This design comes from an exercise in tuning for small area on the open sky130 flow, not from production work.
Where RTL was checked, it was by simulation tests only, not by an equivalence proof against the original.
Power figures rest on the tool's default switching activity, not on a simulated workload.

==> flow/design.v (excerpt) <==
module fpga_top (
output tx_R19,
output tx_T11,
output tx_T10,
output tx_T12,
output tx_U12,
output tx_U13,
output tx_V13,
output tx_V12,
output tx_W13,
output tx_T14,
output tx_T15,
output tx_P14,
output tx_R14,
output tx_Y16,
output tx_Y17,
output tx_W14,
output tx_Y14,
output tx_T16,
output tx_U17,
output tx_V15,
output tx_W15,
output tx_U14,
output tx_U15,
output tx_U18,
output tx_U19,
output tx_P19,
output tx_N20,
output tx_P20,
output tx_T20,
output tx_U20,
output tx_V20,
output tx_W20,
output tx_Y18,
output tx_Y19,
output tx_V16,
output tx_W16,
output tx_R16,
output tx_R17,
output tx_T17,
output tx_R18,
output tx_V17,
output tx_V18,
output tx_W18,
output tx_W19,
output tx_N17,
output tx_P18,
output tx_P15,
output tx_P16,
output tx_T19,
output tx_G14,
output tx_C20,
output tx_B20,
output tx_B19,
output tx_A20,
output tx_E17,
output tx_D18,
output tx_D19,
output tx_D20,
output tx_E18,
output tx_E19,
output tx_F16,
output tx_F17,
output tx_M19,
output tx_M20,
output tx_M17,
output tx_M18,
output tx_L19,
output tx_L20,
output tx_K19,
output tx_J19,
output tx_L16,
output tx_L17,
output tx_K17,
output tx_K18,
output tx_H16,
output tx_H17,
output tx_J18,
output tx_H18,
output tx_F19,
output tx_F20,
output tx_G17,
output tx_G18,
output tx_J20,
output tx_H20,
output tx_G19,
output tx_G20,
output tx_H15,
output tx_G15,
output tx_K14,
output tx_J14,
output tx_N15,
output tx_N16,
output tx_L14,
output tx_L15,
output tx_M14,
output tx_M15,
output tx_K16,
output tx_J16,
output tx_J15,
input clk,
input rst_n );
wire nfeed, ld, hold, en;
beacon_engine u_eng (.clk(clk), .rst_n(rst_n), .nfeed(nfeed), .ld(ld), .hold(hold), .en(en));
reg [99:1] sh;
reg [99:1] p;
always @(posedge clk) sh <= {sh[98:1], nfeed};
always @(posedge clk) p <= (sh & {99{ld}}) | (p & {99{hold}});
assign tx_R19 = ~(p[1] & en);
assign tx_T11 = ~(p[2] & en);
assign tx_T10 = ~(p[3] & en);
assign tx_T12 = ~(p[4] & en);
assign tx_U12 = ~(p[5] & en);
assign tx_U13 = ~(p[6] & en);
assign tx_V13 = ~(p[7] & en);
assign tx_V12 = ~(p[8] & en);
assign tx_W13 = ~(p[9] & en);
assign tx_T14 = ~(p[10] & en);
assign tx_T15 = ~(p[11] & en);
  ...
Size in the first run: roughly 890 cells after synthesis, roughly 100 I/O pins, roughly 8600 sq um of cells after synthesis.
export LEC_CHECK = 0
export CAP_MARGIN = 20
export CORE_MARGIN = 2
export CORE_UTILIZATION = 40
export SLEW_MARGIN = 20
create_clock -name core_clock -period 6.0 [get_ports {clk}]
standard.sh (not shown) runs the stock make flow with config.mk's settings and CLKGATE_MAP_FILE= SYNTH_SCRIPT=/design/flow/synth_recipe.tcl, a recipe that flattens the netlist after the stock synthesis.
==> flow/flow/run.sh <==
#!/bin/bash
# Standard ORFS layout with small port buffers and a small clock tree.
set -o pipefail
bash standard.sh \
  ABC_AREA=1 \
  BUFFER_PORTS_ARGS="-buffer_cell sky130_fd_sc_hd__buf_1" \
  CTS_ARGS="-sink_clustering_enable -repair_clock_nets -dont_use_dummy_load -sink_clustering_size 12 -sink_clustering_max_diameter 40 -buf_list {sky130_fd_sc_hd__clkbuf_4}" \
  finish > flow.log 2>&1
The first run went through all stages and came out clean.
Next try:
==> flow/flow/run.sh (replaced) <==
#!/bin/bash
# Standard ORFS layout with small port buffers and a small clock tree.
set -o pipefail
bash standard.sh \
  ABC_AREA=1 CORE_UTILIZATION=65 PLACE_DENSITY=0.75 \
  BUFFER_PORTS_ARGS="-buffer_cell sky130_fd_sc_hd__buf_1" \
  CTS_ARGS="-sink_clustering_enable -repair_clock_nets -dont_use_dummy_load -sink_clustering_size 10 -sink_clustering_max_diameter 40 -buf_list {sky130_fd_sc_hd__clkbuf_4}" \
  finish > flow.log 2>&1
What happened: The new run completed without violations. Routed wire length grows by a few percent. Non-clock buffer count shrinks by 2. Total power shrinks slightly. Area after synthesis stays the same. Hold slack gains 25 ps. Clock power shrinks slightly. Clock-buffer cell count shrinks by 2. Sequential cell count stays the same. Die area shrinks by well over a third. Via count grows by a few percent.
Next try:
==> flow/flow/run.sh (replaced) <==
#!/bin/bash
# Standard ORFS layout with small port buffers and a small clock tree.
set -o pipefail
bash standard.sh \
  ABC_AREA=1 \
  BUFFER_PORTS_ARGS="-buffer_cell sky130_fd_sc_hd__buf_1" \
  CTS_ARGS="-sink_clustering_enable -repair_clock_nets -dont_use_dummy_load -sink_clustering_size 10 -sink_clustering_max_diameter 40 -buf_list {sky130_fd_sc_hd__clkbuf_4}" \
  finish > flow.log 2>&1
Die area goes up by well over a third.
Non-clock buffer count goes up by 2.
Cell count goes up by roughly a tenth.
Worst hold slack improved by 7.7 ps.
Sequential cell count stays the same.
Setup slack improved by 110 ps.
Synthesized area does not change.
Clock power goes up by roughly a tenth.
Fmax goes up slightly.
Via count goes down by a few percent.
Total power goes up by a few percent.
No run of this note included a check of the RTL's function; only the layout flow was run.

========
## P
fpga_top, a different RTL version from the one above (not shown whole).
Size: roughly 880 cells after synthesis, roughly 100 I/O pins, roughly 8600 sq um of cells after synthesis.
==> flow/design.v (excerpt) <==
module fpga_top (
output tx_R19,
output tx_T11,
output tx_T10,
output tx_T12,
output tx_U12,
output tx_U13,
output tx_V13,
output tx_V12,
output tx_W13,
output tx_T14,
output tx_T15,
output tx_P14,
output tx_R14,
output tx_Y16,
output tx_Y17,
output tx_W14,
output tx_Y14,
output tx_T16,
output tx_U17,
output tx_V15,
output tx_W15,
output tx_U14,
output tx_U15,
output tx_U18,
output tx_U19,
output tx_P19,
output tx_N20,
output tx_P20,
output tx_T20,
output tx_U20,
output tx_V20,
output tx_W20,
output tx_Y18,
output tx_Y19,
output tx_V16,
output tx_W16,
output tx_R16,
output tx_R17,
output tx_T17,
output tx_R18,
output tx_V17,
output tx_V18,
output tx_W18,
output tx_W19,
output tx_N17,
output tx_P18,
output tx_P15,
output tx_P16,
output tx_T19,
output tx_G14,
output tx_C20,
output tx_B20,
output tx_B19,
output tx_A20,
output tx_E17,
output tx_D18,
output tx_D19,
output tx_D20,
output tx_E18,
output tx_E19,
output tx_F16,
output tx_F17,
output tx_M19,
output tx_M20,
output tx_M17,
output tx_M18,
output tx_L19,
output tx_L20,
output tx_K19,
output tx_J19,
output tx_L16,
output tx_L17,
output tx_K17,
output tx_K18,
output tx_H16,
output tx_H17,
output tx_J18,
output tx_H18,
output tx_F19,
output tx_F20,
output tx_G17,
output tx_G18,
output tx_J20,
output tx_H20,
output tx_G19,
output tx_G20,
output tx_H15,
output tx_G15,
output tx_K14,
output tx_J14,
output tx_N15,
output tx_N16,
output tx_L14,
output tx_L15,
output tx_M14,
output tx_M15,
output tx_K16,
output tx_J16,
output tx_J15,
input clk,
input rst_n );
==> flow/config.mk <==
export PLATFORM = sky130hd
export DESIGN_NAME = fpga_top
export DESIGN_NICKNAME = fpga_top
export VERILOG_FILES = /design/flow/design.v
export SDC_FILE = /design/flow/constraint.sdc
export NUM_CORES = 4
export LEC_CHECK = 0
export CAP_MARGIN = 20
export CORE_MARGIN = 2
export CORE_UTILIZATION = 40
export SLEW_MARGIN = 20
==> flow/constraint.sdc <==
create_clock -name core_clock -period 6.0 [get_ports {clk}]
set_input_delay 1.2000 -clock core_clock [delete_from_list [all_inputs] [get_ports {clk}]]
set_output_delay 1.2000 -clock core_clock [all_outputs]
set_load 0.01 [all_outputs]
==> flow/flow/run.sh <==
#!/bin/bash
# Standard ORFS layout with small port buffers and a small clock tree.
set -o pipefail
bash standard.sh \
  ABC_AREA=1 CORE_UTILIZATION=72 PLACE_DENSITY=0.82 \
  BUFFER_PORTS_ARGS="-buffer_cell sky130_fd_sc_hd__buf_1" \
  CTS_ARGS="-sink_clustering_enable -repair_clock_nets -dont_use_dummy_load -sink_clustering_size 10 -sink_clustering_max_diameter 40 -buf_list {sky130_fd_sc_hd__clkbuf_4}" \
  finish > flow.log 2>&1
In summary, P completed successfully, with a layout that passed the timing, DRC and antenna checks.
--- input diff P..Q ---
--- a/flow/flow/run.sh
+++ b/flow/flow/run.sh
@@ -5 +5 @@
-  ABC_AREA=1 CORE_UTILIZATION=72 PLACE_DENSITY=0.82 \
+  ABC_AREA=1 CORE_UTILIZATION=65 PLACE_DENSITY=0.75 \
Results
- Compared with P, in Q non-clock buffer instance count of the final layout moved down; core region area moved up; global routing usage summed across all routing layers moved down; final wirelength moved down; power density over the cells moved down.
- Q finished all stages; the layout is clean.
- Total of fill cells in the finished design ended up about 54% higher on Q than on P.
- P -> Q: wire length of the first global-routing pass decreased by more than 10%
- Going from P to Q, amount of wire on met2 after detailed routing fell by 21%, area enclosed by the die boundary higher.
[inputs] R vs Q
--- a/flow/flow/run.sh
+++ b/flow/flow/run.sh
@@ -5 +5 @@
-  ABC_AREA=1 CORE_UTILIZATION=65 PLACE_DENSITY=0.75 \
+  ABC_AREA=1 GPL_TIMING_DRIVEN=0 \
## What came out
- Sort R and Q by slack of the critical path desc -> top: Q
- Routed wire in R totals more than in Q.
- Diff Q -> R | required time of the critical path | decrease of 0.03 ns
- Q has a lower die area than R.
- Comparing R against Q, there is no change at all in total area of multi-input combinational cells.
- R ended up with fa_1 as its slowest stage cell on the critical path; Q ended up with dfrtp_4.
- R ends up with a all-layer global routing usage that is 9.6 points lower than in Q.
- The number of stages on the worst setup path of R exceeds that of Q by 1.
- Comparing R and Q, cell area is higher on R.
- Q -> R: synthesized-area fraction occupied by ao, oa, aoi and oai cells delta 0, exact match
- Looking only at power consumption, and setting everything else aside, the lower value of R and Q goes to Q.

========
fpga_top, a different RTL version from the one above (not shown whole).
Size in the first run: about 1,000 cells after synthesis, about 100 I/O pins, ~9100 um2 of cells after synthesis.
clock: 6.0 ns
lec_check: 0
abc_area: 1
cap_margin: 20
core_margin: 2
core_utilization: 40
slew_margin: 20
run.sh (not shown) runs the stock make flow with config.mk's settings and CLKGATE_MAP_FILE= SYNTH_SCRIPT=/design/flow/synth_recipe.tcl, a recipe that flattens the netlist after the stock synthesis.
Stock flow here: none of the scripts above is used.
The first run passed the timing, DRC and antenna checks.
Change:
==> flow/flow/run.sh (new file) <==
#!/bin/bash
# Standard ORFS layout with smaller port buffers and a clock tree of small
# buffers without dummy loads. All tool output goes to flow.log (and ORFS's
# own per-step logs under orfs/logs).
set -o pipefail
bash standard.sh \
  ABC_AREA=1 \
  BUFFER_PORTS_ARGS="-buffer_cell sky130_fd_sc_hd__buf_1" \
  CTS_ARGS="-sink_clustering_enable -repair_clock_nets -dont_use_dummy_load -buf_list {sky130_fd_sc_hd__clkbuf_2 sky130_fd_sc_hd__clkbuf_4 sky130_fd_sc_hd__clkbuf_8}" \
  finish > flow.log 2>&1
==> flow/standard.sh (new file) <==
#!/bin/bash
# synth_recipe.tcl (not shown) runs the flow's synth.tcl, then flattens the netlist and writes it again
# the make line also repeats each setting of config.mk as NAME=value (left out here)
make -C /OpenROAD-flow-scripts/flow DESIGN_CONFIG=/design/flow/config.mk WORK_HOME=/design/flow/orfs CLKGATE_MAP_FILE= SYNTH_SCRIPT=/design/flow/synth_recipe.tcl "${@:-finish}"
--- a/flow/config.mk
+++ b/flow/config.mk
@@ -7,3 +7,2 @@
 export LEC_CHECK = 0
-export ABC_AREA = 1
 export CAP_MARGIN = 20
removed: flow/run.sh
Effect: The new run completed with no timing, DRC or antenna violations. Area after synthesis does not change. Global-route usage barely changes. Die area stays the same. Cell count drops by 0.43%. Utilization is lower by 4.1 points. Worst setup slack gains 0.031 ns.
No functional check of the RTL was part of any run of this note.

-- static timing again, ports no longer ideal --
The results above use ideal ports. As a check the final layouts listed here were re-extracted and re-timed, cells and wires unchanged.
Step 1: set_driving_cell puts a clkbuf_16 on clk and a buf_2 on each other input, an assumption about the parent block.
Step 2 also shifts input and output timing later by t, the mid clock arrival at the registers, as if the neighbouring blocks saw the same clock.
Slacks: ideal / step 1 / step 2; pairs: ideal / step 1.
run	t, ns	slack for setup (ns)	clock arrival spread, ns
the first run of note 1	0.656	0.427 / 0.427 / 0.427	0.136 / 0.136
the second run of note 1	0.673	0.301 / 0.301 / 0.301	0.059 / 0.059
the third run of note 1	0.599	0.408 / 0.408 / 0.408	0.105 / 0.106
P	0.634	1.033 / 1.033 / 1.033	0.098 / 0.098
Q	0.647	1.174 / 1.174 / 1.174	0.045 / 0.045
R	0.649	0.996 / 0.996 / 0.996	0.042 / 0.042
the first run of note 3	0.540	1.814 / 1.814 / 1.814	0.009 / 0.009
the second run of note 3	0.532	1.845 / 1.845 / 1.845	0.054 / 0.055
After both steps setup and hold are still met in every run listed.
